This design comes from an exercise in tuning for small area and a short achievable clock period on the open sky130 flow, not from production work.
In this exercise RTL edits were held to simulation tests only and were not proved equivalent to the original.

## lane 1
Design fir_16tap, start of the top module:
module fir_16tap (
	input  wire               clk,
	input  wire               rst,
	input  wire signed [15:0] xin,
	output wire signed [35:0] yout
);
reg  [15:0] d [1:14];            
reg  [15:0] m;                   
reg  [22:0] y;
reg  [22:0] v;
reg  [3:0]  cnt;                 
wire        mv = &cnt[3:1];      
wire [15:0] mn = mv ? {~d[14][15], d[14][14:0]} : 16'h8000;
wire [15:0] xf = {~xin[15], xin[14:0]};
wire [22:0] y_n, v_n;
wire [22:0] p = {y[21:0], 1'b0} ^ v;    
wire [22:0] g = {y[21:0], 1'b0} & v;
fir_v u_v (.y(y), .m(m), .mn(mn), .s(v_n));
fir_y u_y (.p(p), .g(g), .xf(xf), .s(y_n));
integer k;
always @(posedge clk) begin
	d[1] <= xin;
	for (k = 2; k <= 14; k = k + 1)
		d[k] <= d[k-1];
end
always @(posedge clk) begin
	if (rst) begin
		cnt <= 4'd0;
		m   <= 16'h8000;
		y   <= 23'd0;
		v   <= 23'h7f8000;
	end else begin
		if (!(&cnt))
			cnt <= cnt + 4'd1;
		m   <= mn;
		y   <= y_n;
		v   <= v_n;
	end
end
assign yout = {{13{y[22]}}, y};
endmodule
For scale: ~290 flip-flops, roughly 54 I/O pins, ~10000 um2 of cells after synthesis.
clock: 12.5 ns
lec_check: 0
cap_margin: 20
core_margin: 2
core_utilization: 65
slew_margin: 20
synth_hierarchical: 1
standard.sh (not shown) runs the stock make flow with config.mk's settings and CLKGATE_MAP_FILE= SYNTH_SCRIPT=/design/flow/synth_recipe.tcl, a recipe that flattens the netlist after the stock synthesis.
==> flow/flow/run.sh <==
#!/bin/bash
# The standard layout, with: ORFS synthesis run through flow/my_synth.tcl,
# which is synth_recipe.tcl with Yosys's abc pass given flow/abc.script,
# and without the full-adder extraction (ADDER_MAP_FILE empty);
# a tighter setup target for timing repair; small port buffers; and a clock
# tree of small buffers without dummy loads.  make's output goes to make.log.
set -euo pipefail
export MY_ABC_SCRIPT="$PWD/flow/abc.script"
bash standard.sh \
  "SYNTH_SCRIPT=$PWD/flow/my_synth.tcl" ADDER_MAP_FILE= \
  SETUP_SLACK_MARGIN=8.5 \
  "BUFFER_PORTS_ARGS=-buffer_cell sky130_fd_sc_hd__buf_2" \
  "CTS_ARGS=-sink_clustering_enable -repair_clock_nets -dont_use_dummy_load -buf_list {sky130_fd_sc_hd__clkbuf_8} -sink_clustering_size 20 -sink_clustering_max_diameter 50" \
  finish > make.log 2>&1
==> flow/flow/abc.script <==
&get -n
&st
&dch
&nf -R 1000
&put
buffer -c
topo
stime -c
upsize -c
dnsize -c
==> flow/flow/my_synth.tcl <==
proc synth {args} { yosys synth -nofsm -noshare {*}$args }
proc abc {args} {
  set i [lsearch -exact $args -script]
  if {$i >= 0 && [info exists ::env(MY_ABC_SCRIPT)]} { lset args [expr {$i + 1}] $::env(MY_ABC_SCRIPT) }
  yosys abc {*}$args
}
source $::env(SCRIPTS_DIR)/synth.tcl
# left out here: clear keep_hierarchy, flatten, clean up, hide names made inside functions, write 1_2_yosys.v
The following lists how lane 2 was set up differently from lane 1:
- CTS_BUF_LIST: unset -> sky130_fd_sc_hd__clkbuf_8
- CTS_CLUSTER_SIZE: unset -> 20
- SETUP_SLACK_MARGIN: unset -> 5
- CTS_CLUSTER_DIAMETER: unset -> 50
- CORE_UTILIZATION: 65 -> 60
==> flow/run.sh (new file) <==
#!/bin/bash
# synth_recipe.tcl (not shown) runs the flow's synth.tcl, then flattens the netlist and writes it again
# the make line also repeats each setting of config.mk as NAME=value (left out here)
make -C /OpenROAD-flow-scripts/flow DESIGN_CONFIG=/design/flow/config.mk WORK_HOME=/design/flow/orfs CLKGATE_MAP_FILE= SYNTH_SCRIPT=/design/flow/synth_recipe.tcl finish
removed: flow/flow/run.sh
removed: flow/flow/abc.script
removed: flow/flow/my_synth.tcl
removed: flow/standard.sh
### Flow results
Number of cells on the critical path on lane 2 is up relative to lane 1.
When lane 2 is measured against lane 1, its instance area after placement turns out 3.0% higher.
Clock tree cell share of total cell area: lane 2 vs lane 1 up 1.6 points
The following lists how lane 3 was set up differently from lane 2:
- CTS_CLUSTER_DIAMETER removed (was 50)
- CTS_BUF_LIST removed (was sky130_fd_sc_hd__clkbuf_8)
- SETUP_SLACK_MARGIN removed (was 5)
- CTS_CLUSTER_SIZE removed (was 20)
==> flow/flow/run.sh (new file) <==
#!/bin/bash
# The standard layout, with:
# - ORFS synthesis run through flow/my_synth.tcl, which is synth_recipe.tcl
#   with Yosys's abc pass given flow/abc.script and the full-adder
#   extraction limited to full adders in module fir_v;
# - a tighter setup target for timing repair;
# - small port buffers;
# - a clock tree of small buffers without dummy loads.
# make's output goes to make.log.
set -euo pipefail
export MY_ABC_SCRIPT="$PWD/flow/abc.script"
export MY_EXTRACT_FA="-fa fir_v"
bash standard.sh \
  "SYNTH_SCRIPT=$PWD/flow/my_synth.tcl" \
  SETUP_SLACK_MARGIN=8.4 \
  "BUFFER_PORTS_ARGS=-buffer_cell sky130_fd_sc_hd__buf_2" \
  "CTS_ARGS=-sink_clustering_enable -repair_clock_nets -dont_use_dummy_load -buf_list {sky130_fd_sc_hd__clkbuf_8} -sink_clustering_size 22 -sink_clustering_max_diameter 40" \
  finish > make.log 2>&1
==> flow/flow/abc.script (new file) <==
&get -n
&st
&dch
&nf -R 1000
&put
topo
stime -c
==> flow/flow/my_synth.tcl (new file) <==
proc synth {args} { yosys synth -nofsm -noshare {*}$args }
proc abc {args} {
  set i [lsearch -exact $args -script]
  if {$i >= 0 && [info exists ::env(MY_ABC_SCRIPT)]} { lset args [expr {$i + 1}] $::env(MY_ABC_SCRIPT) }
  yosys abc {*}$args
}
proc extract_fa {args} {
  if {[info exists ::env(MY_EXTRACT_FA)]} { set args $::env(MY_EXTRACT_FA) }
  yosys extract_fa {*}$args
}
source $::env(SCRIPTS_DIR)/synth.tcl
# left out here: clear keep_hierarchy, flatten, clean up, hide names made inside functions, write 1_2_yosys.v
==> flow/standard.sh (new file) <==
#!/bin/bash
# synth_recipe.tcl (not shown) runs the flow's synth.tcl, then flattens the netlist and writes it again
# the make line also repeats each setting of config.mk as NAME=value (left out here)
make -C /OpenROAD-flow-scripts/flow DESIGN_CONFIG=/design/flow/config.mk WORK_HOME=/design/flow/orfs CLKGATE_MAP_FILE= SYNTH_SCRIPT=/design/flow/synth_recipe.tcl "${@:-finish}"
removed: flow/run.sh
Notes after the runs:
- The die of lane 3 is smaller than the one used in lane 2.
- Lane 3 against lane 2; area of combinational cells with multiple inputs is down by a few percent.
- Critical path depth ended up 2 lower on lane 3 than on lane 2.
- Compared with lane 2, lane 3 shows a area after synthesis that is 6.1% lower.
For lane 4, these inputs were changed with respect to lane 3:
==> flow/flow/run.sh <==
#!/bin/bash
# The standard layout, with:
# - ORFS synthesis run through flow/my_synth.tcl, which is synth_recipe.tcl
#   with Yosys's abc pass given flow/abc.script (flow/abc_y.script for
#   module fir_y) and the full-adder extraction limited to full adders in
#   module fir_v;
# - a tighter setup target for timing repair;
# - small port buffers;
# - a clock tree of small buffers without dummy loads.
# make's output goes to make.log.
set -euo pipefail
export MY_ABC_SCRIPT="$PWD/flow/abc.script"
export MY_ABC_SCRIPT_Y="$PWD/flow/abc_y.script"
export MY_EXTRACT_FA="-fa fir_v"
bash standard.sh \
  "SYNTH_SCRIPT=$PWD/flow/my_synth.tcl" \
  SETUP_SLACK_MARGIN=8.4 \
  "BUFFER_PORTS_ARGS=-buffer_cell sky130_fd_sc_hd__buf_2" \
  "CTS_ARGS=-sink_clustering_enable -repair_clock_nets -dont_use_dummy_load -buf_list {sky130_fd_sc_hd__clkbuf_8} -sink_clustering_size 20 -sink_clustering_max_diameter 50" \
  finish > make.log 2>&1
==> flow/flow/abc_y.script (new file) <==
&get -n
&st
&dch
&nf -R 1000
&put
buffer -c
topo
stime -c
upsize -c
dnsize -c
--- a/flow/flow/my_synth.tcl
+++ b/flow/flow/my_synth.tcl
@@ -3,4 +3,8 @@
   set i [lsearch -exact $args -script]
-  if {$i >= 0 && [info exists ::env(MY_ABC_SCRIPT)]} { lset args [expr {$i + 1}] $::env(MY_ABC_SCRIPT) }
-  yosys abc {*}$args
+  if {$i < 0 || ![info exists ::env(MY_ABC_SCRIPT_Y)]} { yosys abc {*}$args; return }
+  set rest $args
+  lset rest [expr {$i + 1}] $::env(MY_ABC_SCRIPT)
+  yosys abc {*}$rest fir_16tap fir_v
+  lset args [expr {$i + 1}] $::env(MY_ABC_SCRIPT_Y)
+  yosys abc {*}$args fir_y
 }
Notes after the runs:
Lane 4 was carried through to the last stage, and its layout satisfied the timing, DRC and antenna checks.
Cmp lane 4 vs lane 3: routing usage on met1 lower in lane 4
Summary — data required time at the worst endpoint, lane 4 relative to lane 3: lower, by 0.03 ns.
From lane 3 to lane 4 the numbers moved as follows: initial antenna violation count barely changed.

========
Starting RTL as in the previous note.
export LEC_CHECK = 0
export CAP_MARGIN = 20
export CORE_MARGIN = 2
export CORE_UTILIZATION = 60
export SLEW_MARGIN = 20
export SYNTH_HIERARCHICAL = 1
create_clock -name core_clock -period 12.5 [get_ports {clk}]
==> flow/flow/run.sh <==
#!/bin/bash
# The standard layout, with:
# - ORFS synthesis run through flow/my_synth.tcl, which is synth_recipe.tcl
#   with Yosys's abc pass given flow/abc.script and the full-adder
#   extraction limited to full adders in module fir_v;
# - a tighter setup target for timing repair;
# - small port buffers;
# - a clock tree of small buffers without dummy loads.
# make's output goes to make.log.
set -euo pipefail
export MY_ABC_SCRIPT="$PWD/flow/abc.script"
export MY_EXTRACT_FA="-fa fir_v"
bash standard.sh \
  "SYNTH_SCRIPT=$PWD/flow/my_synth.tcl" \
  SETUP_SLACK_MARGIN=8.35 \
  "BUFFER_PORTS_ARGS=-buffer_cell sky130_fd_sc_hd__buf_2" \
  "CTS_ARGS=-sink_clustering_enable -repair_clock_nets -dont_use_dummy_load -buf_list {sky130_fd_sc_hd__clkbuf_8} -sink_clustering_size 20 -sink_clustering_max_diameter 50" \
  finish > make.log 2>&1
==> flow/flow/abc.script <==
&get -n
&st
&dch
&nf -R 1000
&put
topo
stime -c
==> flow/flow/my_synth.tcl <==
proc synth {args} { yosys synth -nofsm -noshare {*}$args }
proc abc {args} {
  set i [lsearch -exact $args -script]
  if {$i >= 0 && [info exists ::env(MY_ABC_SCRIPT)]} { lset args [expr {$i + 1}] $::env(MY_ABC_SCRIPT) }
  yosys abc {*}$args
}
proc extract_fa {args} {
  if {[info exists ::env(MY_EXTRACT_FA)]} { set args $::env(MY_EXTRACT_FA) }
  yosys extract_fa {*}$args
}
source $::env(SCRIPTS_DIR)/synth.tcl
# left out here: clear keep_hierarchy, flatten, clean up, hide names made inside functions, write 1_2_yosys.v
Change:
--- a/flow/flow/run.sh
+++ b/flow/flow/run.sh
@@ -13,5 +13,5 @@
 bash standard.sh \
   "SYNTH_SCRIPT=$PWD/flow/my_synth.tcl" \
-  SETUP_SLACK_MARGIN=8.35 \
+  SETUP_SLACK_MARGIN=8.4 \
   "BUFFER_PORTS_ARGS=-buffer_cell sky130_fd_sc_hd__buf_2" \
   "CTS_ARGS=-sink_clustering_enable -repair_clock_nets -dont_use_dummy_load -buf_list {sky130_fd_sc_hd__clkbuf_8} -sink_clustering_size 20 -sink_clustering_max_diameter 50" \
--- a/flow/config.mk
+++ b/flow/config.mk
@@ -6,7 +6,7 @@
 export NUM_CORES = 4
 export LEC_CHECK = 0
-export CAP_MARGIN = 20
+export CAP_MARGIN = 5
 export CORE_MARGIN = 2
-export CORE_UTILIZATION = 60
-export SLEW_MARGIN = 20
+export CORE_UTILIZATION = 65
+export SLEW_MARGIN = 5
 export SYNTH_HIERARCHICAL = 1
What happened: The changed run passed the timing, DRC and antenna checks. Design area shrinks slightly. Utilization grows by 5.7 points. Final cell count shrinks by a few percent. Die area shrinks by a little under a tenth.
Change:
--- a/flow/config.mk
+++ b/flow/config.mk
@@ -6,7 +6,7 @@
 export NUM_CORES = 4
 export LEC_CHECK = 0
-export CAP_MARGIN = 5
+export CAP_MARGIN = 20
 export CORE_MARGIN = 2
-export CORE_UTILIZATION = 65
-export SLEW_MARGIN = 5
+export CORE_UTILIZATION = 70
+export SLEW_MARGIN = 20
 export SYNTH_HIERARCHICAL = 1
Outcome: The new run finished clean. First-iteration DRC count grows by 70%. Routed wire length climbs by 1.7%. Fmax drops by 0.74%. Worst hold slack stays flat. Utilization grows by 6.9 points.

========
fir_16tap again, from the RTL that the note above started with.
Settings: LEC_CHECK=0, CAP_MARGIN=20, CORE_MARGIN=2, CORE_UTILIZATION=65, SLEW_MARGIN=20, SYNTH_HIERARCHICAL=1; clock period 12.5 ns.
==> flow/flow/run.sh <==
#!/bin/bash
# The standard layout, with:
# - ORFS synthesis run through flow/my_synth.tcl, which is synth_recipe.tcl
#   with Yosys's abc pass given flow/abc.script and the full-adder
#   extraction limited to full adders in module fir_v;
# - a tighter setup target for timing repair;
# - small port buffers;
# - a clock tree of small buffers without dummy loads.
# make's output goes to make.log.
set -euo pipefail
export MY_ABC_SCRIPT="$PWD/flow/abc.script"
export MY_EXTRACT_FA="-fa fir_v"
bash standard.sh \
  "SYNTH_SCRIPT=$PWD/flow/my_synth.tcl" \
  SETUP_SLACK_MARGIN=8.4 \
  "BUFFER_PORTS_ARGS=-buffer_cell sky130_fd_sc_hd__buf_2" \
  "CTS_ARGS=-sink_clustering_enable -repair_clock_nets -dont_use_dummy_load -buf_list {sky130_fd_sc_hd__clkbuf_8} -sink_clustering_size 20 -sink_clustering_max_diameter 50" \
  finish > make.log 2>&1
==> flow/flow/abc.script <==
&get -n
&st
&syn2
&dch
&nf -R 1000
&put
topo
stime -c
Scripts as last shown in full above: flow/flow/my_synth.tcl
Change:
--- a/flow/flow/run.sh
+++ b/flow/flow/run.sh
@@ -15 +15 @@
-  SETUP_SLACK_MARGIN=8.4 \
+  SETUP_SLACK_MARGIN=8.5 \
==> flow/flow/abc.script (replaced) <==
&get -n
&st
&dch
&nf -R 1000
&put
topo
stime -c
Effect: Final area is about the same. Worst setup slack gets better by 470 ps. Maximum frequency rises by 12%. Die area falls by 0.61%. Count of clock-buffer cells in the layout rises by 1.
Change:
--- a/flow/flow/run.sh
+++ b/flow/flow/run.sh
@@ -15 +15 @@
-  SETUP_SLACK_MARGIN=8.5 \
+  SETUP_SLACK_MARGIN=8.4 \
==> flow/flow/abc.script (replaced) <==
&get -n
&st
&dch
&nf -R 1000
&put
buffer -c
topo
stime -c
upsize -c
dnsize -c
Effect: The changed run passed the timing, DRC and antenna checks. Final area is lower slightly. Global-route usage is higher by 0.41 points.
Change:
--- a/flow/flow/run.sh
+++ b/flow/flow/run.sh
@@ -17 +17 @@
-  "CTS_ARGS=-sink_clustering_enable -repair_clock_nets -dont_use_dummy_load -buf_list {sky130_fd_sc_hd__clkbuf_8} -sink_clustering_size 20 -sink_clustering_max_diameter 50" \
+  "CTS_ARGS=-sink_clustering_enable -repair_clock_nets -dont_use_dummy_load -buf_list {sky130_fd_sc_hd__clkbuf_16} -sink_clustering_size 32 -sink_clustering_max_diameter 60" \
==> flow/flow/abc.script (replaced) <==
&get -n
&st
&dch
&nf -R 1000
&put
topo
stime -c
- CORE_UTILIZATION: 65 -> 60
After rerunning: Area after synthesis decreases by 2.9%. Critical path depth rose by 1. Wire length rises by 0.95%. Global-route usage is lower by 0.96 points. Cell area grows by 0.72%.
Change:
--- a/flow/flow/run.sh
+++ b/flow/flow/run.sh
@@ -17 +17 @@
-  "CTS_ARGS=-sink_clustering_enable -repair_clock_nets -dont_use_dummy_load -buf_list {sky130_fd_sc_hd__clkbuf_16} -sink_clustering_size 32 -sink_clustering_max_diameter 60" \
+  "CTS_ARGS=-sink_clustering_enable -repair_clock_nets -dont_use_dummy_load -buf_list {sky130_fd_sc_hd__clkbuf_8} -sink_clustering_size 20 -sink_clustering_max_diameter 50" \
- CORE_UTILIZATION: 60 -> 65
- GPL_TIMING_DRIVEN: unset -> 1
The changed run passed the timing, DRC and antenna checks.
Hold slack is better by 5.0 ps.
Die area drops by about 7.5%.
Cell count drops by 2.6%.
Via count climbs by 2.4%.
Fmax drops by 1.0%.
Clock skew climbs by 3.3 ps.
Setup slack is worse by 42 ps.
First-iteration DRC count drops by 4.0%.

port drivers added, routing unchanged:
In the flow no input, the clock included, has a driving cell. The finished layouts below were timed again as built, in two steps. Step 1 sets driving cells, clkbuf_16 on the clock port and buf_2 on the other inputs (assumed; they add their load-dependent delay and slew). Step 2 times the ports against the registers' clock, not the clock port: input delays grow and output delays shrink by t, the midpoint of the rising clock arrivals with the driver on. a / b / c = no drivers / after step 1 / after step 2; a / b = the first two.
run | t, ns | setup slack, ns | worst setup path after step 2 | latest minus earliest clock arrival (ns) | worst slew at a driven data input, ns
lane 1 | 0.551 | 8.553 / 8.570 / 8.019 | input to register | 0.059 / 0.059 | 0.03
lane 2 | 0.597 | 7.516 / 7.528 / 6.931 | input to register | 0.031 / 0.030 | 0.04
lane 3 | 0.592 | 8.574 / 8.587 / 7.995 | input to register | 0.081 / 0.080 | 0.04
lane 4 | 0.552 | 8.512 / 8.532 / 7.980 | input to register | 0.104 / 0.104 | 0.03
the first run of note 2 | 0.563 | 8.469 / 8.486 / 7.923 | input to register | 0.061 / 0.062 | 0.03
the second run of note 2 | 0.556 | 8.479 / 8.500 / 7.944 | input to register | 0.056 / 0.056 | 0.03
the third run of note 2 | 0.541 | 8.449 / 8.462 / 7.921 | input to register | 0.052 / 0.052 | 0.03
the first run of note 3 | 0.551 | 8.015 / 8.003 / 7.452 | input to register | 0.087 / 0.087 | 0.06
the second run of note 3 | 0.548 | 8.480 / 8.499 / 7.950 | input to register | 0.058 / 0.059 | 0.04
the third run of note 3 | 0.568 | 8.548 / 8.565 / 7.998 | input to register | 0.068 / 0.067 | 0.03
the fourth run of note 3 | 0.516 | 8.521 / 8.544 / 8.028 | input to register | 0.052 / 0.051 | 0.04
the fifth run of note 3 | 0.556 | 8.479 / 8.500 / 7.944 | input to register | 0.056 / 0.056 | 0.03
After both steps every run listed still meets setup and hold. The setup slack of lane 2, which loses most, moves by +0.012 ns with the drivers and by -0.585 ns with both steps.
